This design comes from an exercise in tuning for small area and a short achievable clock period on the open sky130 flow, not from production work.
Function was checked by simulation only, so behaviour that the tests miss may differ from the original.
No activity file was given, so power comes from the tool's default toggle rates.

## flow/config.mk

```make
export PLATFORM = sky130hd
export DESIGN_NAME = div_pipeline
export DESIGN_NICKNAME = div_pipeline
export VERILOG_FILES = /design/flow/design.v
export SDC_FILE = /design/flow/constraint.sdc
export NUM_CORES = 4
export LEC_CHECK = 0
export CAP_MARGIN = 20
export CORE_MARGIN = 2
export CORE_UTILIZATION = 40
export SLEW_MARGIN = 20
```

## flow/constraint.sdc

```tcl
create_clock -name core_clock -period 2.5 [get_ports {clk}]
set_input_delay 0.5000 -clock core_clock [delete_from_list [all_inputs] [get_ports {clk}]]
set_output_delay 0.5000 -clock core_clock [all_outputs]
set_load 0.01 [all_outputs]
```

## flow/design.v

```verilog
module div_pipeline (
    input clk,
    input reset,
    input start,
    input [7:0] dividend,
    input [7:0] divisor,
    output reg valid,             
    output reg [7:0] quotient,    
    output reg [7:0] remainder     
);
    reg [7:0] dividend_pipe [0:8];
    reg [7:0] divisor_pipe  [0:8];
    reg [7:0] quotient_pipe [0:8];
    reg [8:0] remainder_pipe [0:8];  
    reg valid_pipe [0:8];
    integer i;
    reg [8:0] temp;  
    always @(posedge clk or posedge reset) begin
        if (reset) begin
            valid <= 0;
            quotient <= 0;
            remainder <= 0;
            for (i = 0; i <= 8; i = i + 1) begin
                valid_pipe[i]    <= 0;
                quotient_pipe[i] <= 0;
                remainder_pipe[i] <= 0;
                dividend_pipe[i] <= 0;
                divisor_pipe[i]  <= 0;
            end
        end else begin
            valid <= 0;
            quotient <= 0;
            remainder <= 0;
            if (valid_pipe[8]) begin
                valid <= 1;
                quotient <= quotient_pipe[8];
                remainder <= remainder_pipe[8][7:0];
            end
            valid_pipe[8] <= valid_pipe[7];
            quotient_pipe[8] <= quotient_pipe[7];
            remainder_pipe[8] <= remainder_pipe[7];
            dividend_pipe[8] <= dividend_pipe[7];
            divisor_pipe[8] <= divisor_pipe[7];
            if (start) begin
                dividend_pipe[0] <= dividend;
                divisor_pipe[0]  <= divisor;
                quotient_pipe[0] <= 0;
                remainder_pipe[0] <= 0;
                valid_pipe[0]    <= 1;
            end else begin
                valid_pipe[0] <= 0;
            end
            for (i = 1; i <= 8; i = i + 1) begin
                dividend_pipe[i] <= dividend_pipe[i-1];
                divisor_pipe[i]  <= divisor_pipe[i-1];
                temp = (remainder_pipe[i-1] << 1) | dividend_pipe[i-1][7 - (i - 1)];
                if (temp >= divisor_pipe[i-1]) begin
                    remainder_pipe[i] <= temp - divisor_pipe[i-1];
                    quotient_pipe[i] <= quotient_pipe[i-1] | (1 << (7 - (i - 1)));
                end else begin
                    remainder_pipe[i] <= temp;
                    quotient_pipe[i] <= quotient_pipe[i-1];
                end
                valid_pipe[i] <= valid_pipe[i-1];
            end
        end
    end
endmodule
```

## flow/run.sh

```bash
#!/bin/bash
# synth_recipe.tcl (not shown) runs the flow's synth.tcl, then flattens the netlist and writes it again
# the make line also repeats each setting of config.mk as NAME=value (left out here)
make -C /OpenROAD-flow-scripts/flow DESIGN_CONFIG=/design/flow/config.mk WORK_HOME=/design/flow/orfs CLKGATE_MAP_FILE= SYNTH_SCRIPT=/design/flow/synth_recipe.tcl finish
```

==> run notes <==
-- cell families (layout without fill, tap and decap cells) --
| group | after synthesis | after routing | share of synthesized area, % |
|---|---|---|---|
| and+or+nand+nor | 141 | 141 | 8.14 |
| xor gates and xnor gates | 21 | 21 | 1.98 |
| AOI/OAI and AO/OA | 156 | 156 | 11.4 |
| muxes | 38 | 38 | 4.67 |
| DFF | 226 | 226 | 60.8 |
| buffers and inverters | 90 | 174 | 3.77 |
| adders and majority gates | 65 | 65 | 9.31 |
-- layout by cell type, fill, tap and decap left out, types with 6 or more instances in the layout --
master | netlist | final
nand2_1 | 38 | 38
ha_1 | 58 | 58
clkbuf_1 | 4 | 7
o31ai_1 | 8 | 8
o21a_1 | 12 | 12
clkdlybuf4s50_1 | 0 | 35
buf_4 | 3 | 8
mux2i_1 | 10 | 10
inv_1 | 81 | 80
a21o_1 | 10 | 10
nand2b_1 | 11 | 11
nor2_1 | 21 | 21
xnor2_1 | 11 | 11
mux2_2 | 23 | 23
o31a_1 | 6 | 6
nor2b_1 | 9 | 9
and2_1 | 23 | 23
fa_1 | 7 | 7
o21ai_0 | 48 | 48
nand3_1 | 8 | 8
clkbuf_16 | 0 | 25
xor2_1 | 10 | 10
clkbuf_8 | 0 | 6
a21oi_1 | 35 | 35
dfrtp_1 | 226 | 226
-- power breakdown --
part           leakage [uW]  total (uW)  switching [uW]  internal (uW)
Sequential          0.00277        4690             302           4390
Combinational       0.00206        3710            1920           1800
Clock              0.000393        3470            1360           2110
-- synthesized netlist by cell type, types with 2 or more instances --
cell type / count
a221oi_2: 4
inv_1: 81
clkbuf_1: 4
xor2_1: 10
a21boi_0: 4
and4_1: 4
mux2i_1: 10
nor2_1: 21
a31oi_1: 4
o31a_1: 6
a31o_2: 4
ha_1: 58
nand2_1: 38
nand2b_1: 11
o22a_1: 3
a211oi_1: 5
fa_1: 7
nor3_1: 5
mux2_4: 5
nor2b_1: 9
buf_4: 3
o221a_2: 2
o21a_1: 12
a21oi_1: 35
dfrtp_1: 226
or2_2: 4
or4b_1: 2
o21ai_0: 48
a21o_1: 10
mux2_2: 23
nor4_1: 4
xnor2_1: 11
o31ai_1: 8
and2_1: 23
nand4_1: 2
nand3b_1: 4
nand3_1: 8
-- state kept, by name, indices dropped and copies added, names as in the netlist --
register        cells
remainder           8
valid_pipe          9
quotient_pipe      36
valid               1
dividend_pipe      36
divisor_pipe       64
remainder_pipe     64
quotient            8
-- final timing paths --
path | start | endpoint | slack [ps] | cells past startpoint
max | remainder_pipe[6][5]$_DFF_PP0_ | remainder_pipe[7][5]$_DFF_PP0_ | 340 | 6
min | dividend_pipe[1][1]$_DFF_PP0_ | dividend_pipe[2][1]$_DFF_PP0_ | 340 | 0
min in group asynchronous | reset | dividend_pipe[1][0]$_DFF_PP0_ | 370 | 2
min reg2reg | dividend_pipe[1][1]$_DFF_PP0_ | dividend_pipe[2][1]$_DFF_PP0_ | 340 | 0
max reg2reg | remainder_pipe[6][5]$_DFF_PP0_ | remainder_pipe[7][5]$_DFF_PP0_ | 340 | 6
max in group asynchronous | reset | divisor_pipe[0][6]$_DFFE_PP0P_ | 1500 | 3
-- through the flow --
step           instance area (sq um)  hold slack [ps]  setup TNS [ps]  cells  util (%)
2_1_floorplan                   9310              331         -215150    737         -
3_3_place_gp                   10100              331               0   1062      44.6
3_5_place_dp                   10100              335               0   1062      44.6
4_1_cts                        10900              343               0   1106      48.1
5_1_grt                        10900              347               0   1106      48.1
6_report                       10900              340               0   1106      48.1
-- metal layers --
metal / vias up / global-route usage, % / wire [um]
met5: - / 0 / 0
met3: 37 / 2.33 / 457
met2: 85 / 25.6 / 8070
li1: 2664 / - / -
met1: 2659 / 14.0 / 5860
met4: 0 / 5.50 / 612
-- cell type report --
cell class	instances	area, sq um
fill	2014	11800
sequential	226	5660
multi-input combinational	421	3300
clock buffer	38	734
timing repair buffer	48	510
tap	285	357
inverter	82	312
clock inverter	6	55.1
-- worst max-delay path: cells and delay by family, from the launching register on --
family,cells,cell delay (ps)
muxes,1,340
DFF,1,380
adders and majority gates,1,380
AOI/OAI and AO/OA,4,940
==> flow_summary.toml <==
[synth]
ys_async_sr_fraction_pct = 100
synth_cells = 737
ys_seq_elements = 226
synth-seq-area-share_pct = 60.8
synth_edf_count = 0
syn_avg_cell_area_sq_um = 12.6
synth_top_area_share_pct = 60.8
ys.flop_type = "dfrtp_1"
synthTopCellsByArea = "dfrtp_1 61%, ha_1 7.8%, inv_1 3.3%"
synth_largest_area_cell = "dfrtp_1"
synth_nets = 821
synth_cell_types = 56
synth.cell_area_sq_um = 9300
yosysWarningCount = 6

[floorplan]
row_count = 55
core_sq_um = 22700
io_pins = 36
dieArea_sq_um = 24500
die_h_um = 157
initial_utilization_pct = 41.0
die_width_um = 157

[detailed_routing]
drt_pass1_iterations = 6
drc = 0
dr_total_vias = 5445
avgViaCountPerCell = 4.92
routedWlPerCell_um = 13.6
postRouteWirelength_um = 15000
ant_nets = 0
drt_iter0_drc = 195

[clock_network]
clkTransAtPathRegs_ps = 60
numCtsBuffers = 25
clkSinkCount = 226
clock_tree.buffer_depth = 3
clkLatencyLatePin_ps = 510
tritoncts = "yes"
cts-root-buf = "clkbuf_16"
cts_hold_buf = 0
post_cts_buffers = 0
htree_levels = 1
ctsResizeCount = 0

[pwr]
irDropWorstVdd_v = 0.000624
power_uw = 11900
powerDensity_nw_per_um2 = 1090
leakagePower_uw = 0.00522

[sta]
rsz0062_at_grt = "no"
setup_slack_ps = 343
worstMarginPinSlew_ps = 556
period_minus_slack_ps = 2160
post-route-period-util_pct = 86.3
fin_skew_ps = 11.8
fmax_mhz = 464
slew_viol_final = 0
setup_viol_count_final = 0
finalHoldViolations = 0
relSlewSlack_pct = 63.0

[worst_setup_path]
path_common_cell = "a21oi_1"
required_ps = 2890
slowest_delay_ps = 380
cp-end-kind = "register"
cp_slowest_cell = "dfrtp_1"
worst_setup_path_start_kind = "register"
worst-setup-path-type = "reg -> reg"
worstPathArrival_ps = 2550
crit_chain = "ha_1 -> a21oi_1 -> o21ai_0 -> a21oi_1 -> o31ai_4 -> mux2_4"
cp_max_fo = 8

[place]
port_buffers = 35
gp_congestion = 0.853
post-dp-hpwl_um = 10800
place_ws_ps = 333

[cells_and_area]
nets = 888
area_delta_synth_final_pct = 17.4
drive_gt1_share_pct = 12.2
n_antenna_cell = 0

[global_route]
antenna_found_initial = 0
grt_max_degree = 56
grt_pass1_wl_um = 26300
grt_pass1_vias = 5691
globalRouteTotalUtil_pct = 13.2
grt.overflow.total = 0

[hold_path]
hold_class = "reg -> reg"

[run]
drv_cap = 0

[outcome]
status = "no timing/DRC/antenna violations"

## separate check: timing with driven ports
Ports are ideal in the flow. The routed layout listed here was re-timed in OpenROAD. Step 1: set_driving_cell puts a clkbuf_16 on clk and a buf_2 on each other input, an assumption about the parent block. Step 2 times the ports against the registers' clock, not the clock port: input delays grow and output delays shrink by t, the midpoint of the rising clock arrivals with the driver on. Three values: ideal, step 1, step 2; two values: the first two.
shift t [ns]: 0.549
setup slack, ns: 0.343 / 0.343 / 0.343
worst slew at a driven data input, ns: 0.03
After both steps setup and hold are still met in this run. For this run, drivers alone change the setup slack by 0.000 ns; drivers and shift together by 0.000 ns.
